Background: an optimization exercise with open tools, aiming at small area, a short achievable clock period and few clock cycles per item. Do not read the settings as production practice.
RTL that was checked went through simulation tests only; none was proved equivalent to the original.

==> module modinv, before the edit <==
module modinv(clk, reset, number, prime, finished, gcd, inverse);
    input [31:0] number, prime;
    input wire clk, reset;
    output [31:0] gcd, inverse;
    output finished;
    reg [30:0] A, B, PA, PB, P0;
    reg par;
    reg done;
    function [4:0] blen;
        input [30:0] v;
        integer i;
        begin
            blen = 0;
            for (i = 0; i < 31; i = i + 1)
                if (v[i]) blen = i + 1;
        end
    endfunction
    function [32:0] radd;
        input [31:0] a, b;
        input ci;
        integer i;
        reg c;
        begin
            c = ci;
            for (i = 0; i < 32; i = i + 1) begin
                radd[i] = a[i] ^ b[i] ^ c;
                c = (a[i] & b[i]) | (c & (a[i] ^ b[i]));
            end
            radd[32] = c;
        end
    endfunction
    wire [4:0] la = blen(A);
    wire [4:0] lb = blen(B);
    wire [5:0] kd = {1'b0, la} - {1'b0, lb};
    wire [4:0] k = kd[4:0];
    wire [30:0] Bk = B << k;
    wire [31:0] PBk = {1'b0, PB} << k;
    wire [32:0] gex = radd({1'b0, A}, ~{1'b0, Bk}, 1'b1);
    wire ge1 = gex[32];                        
    wire lt = kd[5] | ((kd[4:0] == 0) & ~ge1);   
    wire [30:0] Bs = lt ? 31'd0 : (ge1 ? Bk : {1'b0, Bk[30:1]});
    wire [30:0] PBs = (lt | done) ? 31'd0 : (ge1 ? PBk[30:0] : PBk[31:1]);
    wire [32:0] nAx = radd({1'b0, A}, ~{1'b0, Bs}, 1'b1);
    wire [30:0] nA = nAx[30:0];
    wire [32:0] nPAx = radd({1'b0, PA}, {1'b0, PBs}, 1'b0);
    wire [30:0] nPA = nPAx[30:0];
    wire swap = nA < B;
    wire fin = swap & (nA == 0);
    wire [32:0] p0x = radd({1'b0, P0}, ~{1'b0, PB}, 1'b1);
    wire [30:0] inv = par ? PB : ((PB == 0) ? 31'd0 : p0x[30:0]);
    always @(posedge clk) begin
        if (reset) begin
            A <= number[30:0];
            B <= prime[30:0];
            PA <= 31'd1;
            PB <= 31'd0;
            par <= 1'b0;
        end else if (swap) begin
            A <= B;
            B <= nA;
            PA <= fin ? inv : PB;
            PB <= nPA;
            par <= ~par;
        end else begin
            A <= nA;
            PA <= nPA;
        end
    end
    always @(posedge clk)
        P0 <= prime[30:0];
    always @(posedge clk or posedge reset) begin
        if (reset)
            done <= 1'b0;
        else if (fin)
            done <= 1'b1;
    end
    assign finished = done;
    assign gcd = {1'b0, A};
    assign inverse = {1'b0, PA};
endmodule
Settings: LEC_CHECK=0, CAP_MARGIN=20, CORE_MARGIN=2, CORE_UTILIZATION=40, CTS_BUF_LIST=sky130_fd_sc_hd__clkbuf_8, SLEW_MARGIN=20; clock period 140.0 ns.
standard.sh (not shown) runs the stock make flow with config.mk's settings and CLKGATE_MAP_FILE= SYNTH_SCRIPT=/design/flow/synth_recipe.tcl, a recipe that flattens the netlist after the stock synthesis.
==> flow/flow/run.sh <==
#!/bin/bash
# The standard layout with three changes, none to the design or constraints:
#  - ABC maps for area (flow/abc_area.script replaces the speed script),
#    and adders are left to ABC instead of being mapped to full-adder cells
#    first (ADDER_MAP_FILE empty); registers are mapped exactly as before;
#  - the port buffers are the smallest buffer (buf_1).
set -euo pipefail
cd "$(dirname "$0")/.."
rm -rf scripts_area
cp -r "$FLOW_HOME/scripts" scripts_area
cp flow/abc_area.script scripts_area/abc_speed.script
export SCRIPTS_DIR="$PWD/scripts_area"
export BUFFER_PORTS_ARGS="-buffer_cell sky130_fd_sc_hd__buf_1"
bash standard.sh ADDER_MAP_FILE= finish > standard.log 2>&1
==> flow/flow/abc_area.script <==
strash
dch
amap
topo
stime -c
upsize -c -D 22000
dnsize -c -D 22000
stime -c
Testbench counts at the start, summed over its fixed seeds: cycles 11,263, items 480.
Then changed:
--- a/flow/design.v
+++ b/flow/design.v
@@ -49,23 +49,29 @@
     wire [32:0] p0x = radd({1'b0, P0}, ~{1'b0, PB}, 1'b1);
     wire [30:0] inv = par ? PB : ((PB == 0) ? 31'd0 : p0x[30:0]);
     always @(posedge clk) begin
         if (reset) begin
             A <= number[30:0];
             B <= prime[30:0];
+        end else if (swap) begin
+            A <= B;
+            B <= nA;
+        end else begin
+            A <= nA;
+        end
+    end
+    always @(posedge clk or posedge reset) begin
+        if (reset) begin
             PA <= 31'd1;
             PB <= 31'd0;
             par <= 1'b0;
         end else if (swap) begin
-            A <= B;
-            B <= nA;
             PA <= fin ? inv : PB;
             PB <= nPA;
             par <= ~par;
         end else begin
-            A <= nA;
             PA <= nPA;
         end
     end
     always @(posedge clk)
         P0 <= prime[30:0];
     always @(posedge clk or posedge reset) begin
What happened: Count of clock-buffer cells in the layout rose by 1; die area climbs by 2.7%; utilization decreases by 0.32 points; final area grows by about 2.3%.
For the second run of this note, only the layout was checked, not whether the RTL still works.

========
The RTL this note starts from:
==> flow/design.v <==
module modinv(clk, reset, number, prime, finished, gcd, inverse);
    input [31:0] number, prime;
    input wire clk, reset;
    output [31:0] gcd, inverse;
    output finished;
    reg [30:0] A, B, PA, PB, P0;
    reg par;
    reg done;
    function [4:0] blen;
        input [30:0] v;
        integer i;
        begin
            blen = 0;
            for (i = 0; i < 31; i = i + 1)
                if (v[i]) blen = i + 1;
        end
    endfunction
    wire [4:0] la = blen(A);
    wire [4:0] lb = blen(B);
    wire [5:0] kd = {1'b0, la} - {1'b0, lb};
    wire [4:0] k = kd[4:0];
    wire [30:0] Bk = B << k;
    wire [31:0] PBk = {1'b0, PB} << k;
    wire [31:0] d1 = {1'b0, A} - {1'b0, Bk};
    wire [31:0] d0 = {1'b0, A} - {2'b0, Bk[30:1]};
    wire sel1 = ~d1[31];
    wire lt = kd[5] | ((la == lb) & d1[31]);    
    wire [30:0] nA = lt ? A : (sel1 ? d1[30:0] : d0[30:0]);
    wire [30:0] nPA = PA + (sel1 ? PBk[30:0] : PBk[31:1]);
    wire swap = lt | (nA < B);
    wire fin = swap & (nA == 0);
    wire [30:0] inv = par ? PB : ((PB == 0) ? 31'd0 : P0 - PB);
    always @(posedge clk) begin
        if (reset) begin
            A <= number[30:0];
            B <= prime[30:0];
            PA <= 31'd1;
            PB <= 31'd0;
            P0 <= prime[30:0];
            par <= 1'b0;
        end else if (!done) begin
            if (swap) begin
                A <= B;
                B <= nA;
                PA <= fin ? inv : PB;
                PB <= lt ? PA : nPA;
                par <= ~par;
            end else begin
                A <= nA;
                PA <= nPA;
            end
        end
    end
    always @(posedge clk or posedge reset) begin
        if (reset)
            done <= 1'b0;
        else if (fin)
            done <= 1'b1;
    end
    assign finished = done;
    assign gcd = {1'b0, A};
    assign inverse = {1'b0, PA};
endmodule
Settings: LEC_CHECK=0, CAP_MARGIN=20, CORE_MARGIN=2, CORE_UTILIZATION=40, SLEW_MARGIN=20; clock period 140.0 ns.
run.sh (not shown) runs the stock make flow with config.mk's settings and CLKGATE_MAP_FILE= SYNTH_SCRIPT=/design/flow/synth_recipe.tcl, a recipe that flattens the netlist after the stock synthesis.
Stock flow here: none of the scripts above is used.
The baseline ran to the end with no violations.
Testbench counts at the start, summed over its fixed seeds: cycles 11,263, items 480.
==> next run, changes <==
==> flow/design.v (replaced) <==
module modinv(clk, reset, number, prime, finished, gcd, inverse);
    input [31:0] number, prime;
    input wire clk, reset;
    output [31:0] gcd, inverse;
    output finished;
    reg [30:0] A, B, PA, PB, P0;
    reg par;
    reg done;
    function [4:0] blen;
        input [30:0] v;
        integer i;
        begin
            blen = 0;
            for (i = 0; i < 31; i = i + 1)
                if (v[i]) blen = i + 1;
        end
    endfunction
    function [32:0] radd;
        input [31:0] a, b;
        input ci;
        integer i;
        reg c;
        begin
            c = ci;
            for (i = 0; i < 32; i = i + 1) begin
                radd[i] = a[i] ^ b[i] ^ c;
                c = (a[i] & b[i]) | (c & (a[i] ^ b[i]));
            end
            radd[32] = c;
        end
    endfunction
    wire [4:0] la = blen(A);
    wire [4:0] lb = blen(B);
    wire [5:0] kd = {1'b0, la} - {1'b0, lb};
    wire [4:0] k = kd[4:0];
    wire [30:0] Bk = B << k;
    wire [31:0] PBk = {1'b0, PB} << k;
    wire [32:0] gex = radd({1'b0, A}, ~{1'b0, Bk}, 1'b1);
    wire ge1 = gex[32];                        
    wire lt = kd[5] | ((kd[4:0] == 0) & ~ge1);   
    wire [30:0] Bs = lt ? 31'd0 : (ge1 ? Bk : {1'b0, Bk[30:1]});
    wire [30:0] PBs = (lt | done) ? 31'd0 : (ge1 ? PBk[30:0] : PBk[31:1]);
    wire [32:0] nAx = radd({1'b0, A}, ~{1'b0, Bs}, 1'b1);
    wire [30:0] nA = nAx[30:0];
    wire [32:0] nPAx = radd({1'b0, PA}, {1'b0, PBs}, 1'b0);
    wire [30:0] nPA = nPAx[30:0];
    wire swap = nA < B;
    wire fin = swap & (nA == 0);
    wire [32:0] p0x = radd({1'b0, P0}, ~{1'b0, PB}, 1'b1);
    wire [30:0] inv = par ? PB : ((PB == 0) ? 31'd0 : p0x[30:0]);
    always @(posedge clk) begin
        if (reset) begin
            A <= number[30:0];
            B <= prime[30:0];
            PA <= 31'd1;
            PB <= 31'd0;
            P0 <= prime[30:0];
            par <= 1'b0;
        end else if (swap) begin
            A <= B;
            B <= nA;
            PA <= fin ? inv : PB;
            PB <= nPA;
            par <= ~par;
        end else begin
            A <= nA;
            PA <= nPA;
        end
    end
    always @(posedge clk or posedge reset) begin
        if (reset)
            done <= 1'b0;
        else if (fin)
            done <= 1'b1;
    end
    assign finished = done;
    assign gcd = {1'b0, A};
    assign inverse = {1'b0, PA};
endmodule
Outcome:
- routed wire length drops by well over a third
- non-clock buffer count drops by 7
- first-iteration DRC count goes down by well over a third
- global-route usage came out lower by 4.0 points
- sequential cell count stays the same
- area after synthesis drops by a quarter to a third
- die area shrinks by a quarter to a third
- worst hold slack improves by 0.059 ns
- cell area shrinks by about a fifth
- cell count decreases by a quarter to a third
Testbench counts after the change, summed over its fixed seeds: cycles 11,263, items 480.

-- separate check: timing with driven ports --
The results above use ideal ports. As a check the final layouts listed here were re-extracted and re-timed, cells and wires unchanged.
Step 1 (the two cells are an assumption about what drives the block):
set clk [get_ports {clk}]
set_driving_cell -lib_cell sky130_fd_sc_hd__clkbuf_16 $clk
set_driving_cell -lib_cell sky130_fd_sc_hd__buf_2 [delete_from_list [all_inputs] $clk]
Step 2 moves the port delays by t, midway between the first and last clock arrival at a register: inputs arrive t later, outputs are due t later. That takes back most of the time a late clock gives input paths.
Three values: ideal, step 1, step 2; two values: the first two.
run | shift t [ns] | setup WS [ns] | worst data-port slew with drivers (ns) | pins driven straight from the clock port
the first run of note 1 | 0.524 | 109.964 / 109.986 / 109.462 | 0.04 | 1
the second run of note 1 | 0.530 | 110.221 / 110.247 / 109.717 | 0.03 | 1
the first run of note 2 | 0.548 | 110.022 / 109.966 / 109.867 | 0.06 | 1
the second run of note 2 | 0.506 | 110.053 / 110.082 / 109.576 | 0.04 | 1
After both steps every run listed still meets setup and hold. The setup slack of the second run of note 1, which loses most, moves by +0.026 ns with the drivers and by -0.504 ns with both steps.
